This design comes from an exercise in tuning for small area on the open sky130 flow, not from production work. Only simulation tests tie the RTL to the original design; equivalence was not proved. Power figures rest on the tool's default switching activity, not on a simulated workload.

Design top_uart, start of the top module:
module top_uart (
    input wire clk,
    input wire reset,
    input wire rx,  
    output wire tx,  
    output wire rx_done_tick,  
    output wire tx_done_tick,  
    output wire fifo_full,  
    output wire fifo_empty  
);
    reg [4:0] bc;
    wire tick = (bc == 5'd27);
    always @(posedge clk or posedge reset)
        if (reset) bc <= 5'd0;
        else bc <= tick ? 5'd1 : bc + 5'd1;
    reg [7:0] rc;
    reg [7:0] rb;
    wire r_data = rc[7];
    wire r_ctrl = ~rc[7] & ~rc[6] & rc[4];
    assign rx_done_tick = r_ctrl & ~rc[0];
    always @(posedge clk or posedge reset)
        if (reset) rc <= 8'h11;
        else if (r_ctrl) rc <= rx ? 8'h11 : 8'h78;
        else if (tick) rc <= rc + 8'd1;
    always @(posedge clk)
        if (tick & r_data & (rc[3:0] == 4'hF)) rb <= {rx, rb[7:1]};
    reg [7:0] tc;
    reg [7:0] tb;
    wire t_ctrl = ~tc[7] & ~tc[6] & tc[4];
    wire t_start = ~tc[7] & tc[6];
    wire pop = t_ctrl & tc[1] & tc[0];
    assign tx_done_tick = t_ctrl & ~tc[1] & ~tc[0];
    assign tx = tc[7] ? tb[tc[6:4]] : ~tc[6];
    always @(posedge clk or posedge reset)
        if (reset) tc <= 8'h11;
        else if (t_ctrl) begin
            case (tc[1:0])
                2'd0: tc <= 8'h11;
                2'd1: if (!fifo_empty) tc <= 8'h12;
                2'd2: tc <= 8'h13;
                2'd3: tc <= 8'h70;
            endcase
        end else if (tick) tc <= tc + 8'd1;
    reg [4:0] wp, rp;      
    reg pend;              
    reg [7:0] ring [0:15];
    wire [4:0] diff = wp - rp;
    assign fifo_empty = (wp == rp);
    assign fifo_full = diff[4];
    wire wr = rx_done_tick & ~fifo_full;
    wire wr_now = pend & (wp[3:0] == 4'd1) & ~(fifo_full & t_start);
    wire [7:0] ring_in = wr_now ? rb : ring[0];
    always @(posedge clk or posedge reset)
        if (reset) begin
            wp <= 5'd0;
            rp <= 5'd0;
            pend <= 1'b0;
        end else begin
            wp <= wp - {4'd0, ~wr};
            rp <= rp - {4'd0, ~pop};
            pend <= wr | (pend & ~wr_now);
        end
    integer i;
    always @(posedge clk) begin
        for (i = 0; i < 15; i = i + 1) ring[i] <= ring[i + 1];
        ring[15] <= ring_in;
    end
    always @(posedge clk)
        if (t_start & (rp[3:0] == 4'd1)) tb <= ring_in;
endmodule
export LEC_CHECK = 0
export CAP_MARGIN = 20
export CORE_MARGIN = 2
export CORE_UTILIZATION = 40
export SLEW_MARGIN = 20
create_clock -name core_clock -period 10.0 [get_ports {clk}]
run.sh (not shown) runs the stock make flow with config.mk's settings and CLKGATE_MAP_FILE= SYNTH_SCRIPT=/design/flow/synth_recipe.tcl, a recipe that flattens the netlist after the stock synthesis.
The baseline finished with timing, DRC and antenna clean.
Rerun with:
==> flow/flow/run.sh (new file) <==
#!/bin/bash
# Standard ORFS layout, with smaller port buffers and a clock tree without dummy loads.
set -euo pipefail
bash standard.sh \
  "BUFFER_PORTS_ARGS=-buffer_cell sky130_fd_sc_hd__buf_1" \
  "CTS_ARGS=-sink_clustering_enable -repair_clock_nets -root_buf sky130_fd_sc_hd__clkbuf_8 -buf_list {sky130_fd_sc_hd__clkbuf_4 sky130_fd_sc_hd__clkbuf_8} -dont_use_dummy_load" \
  finish > make_finish.log 2>&1
==> flow/standard.sh (new file) <==
#!/bin/bash
# synth_recipe.tcl (not shown) runs the flow's synth.tcl, then flattens the netlist and writes it again
# the make line also repeats each setting of config.mk as NAME=value (left out here)
make -C /OpenROAD-flow-scripts/flow DESIGN_CONFIG=/design/flow/config.mk WORK_HOME=/design/flow/orfs CLKGATE_MAP_FILE= SYNTH_SCRIPT=/design/flow/synth_recipe.tcl "${@:-finish}"
CORE_UTILIZATION = 65   (was 40)
removed: flow/run.sh
=> The changed run finished clean; area after synthesis stays the same; sequential power is about the same; clock power goes down by 49%; setup slack gains 340 ps; global-route usage is higher by 7.2 points; maximum frequency increases by 8.6%; design area went down by 8.5%; total power is lower by 24%; utilization grows by 24 points.

port drivers added, routing unchanged:
The results above use ideal ports. As a check the final layouts listed here were re-extracted and re-timed, cells and wires unchanged.
Step 1 assumes that a clkbuf_16 drives the clock port and a buf_2 every other input.
Step 2 also shifts input and output timing later by t, the mid clock arrival at the registers, as if the neighbouring blocks saw the same clock.
Three values: no drivers, after step 1, after step 2; two values: the first two.
run | t (ns) | setup slack, ns | clock arrival spread, ns | worst slew at a driven data input, ns
the first run | 0.449 | 5.665 / 5.628 / 6.077 | 0.009 / 0.008 | 0.03
the second run | 0.445 | 6.009 / 5.980 / 6.425 | 0.047 / 0.046 | 0.03
After both steps setup and hold are still met in every run listed.
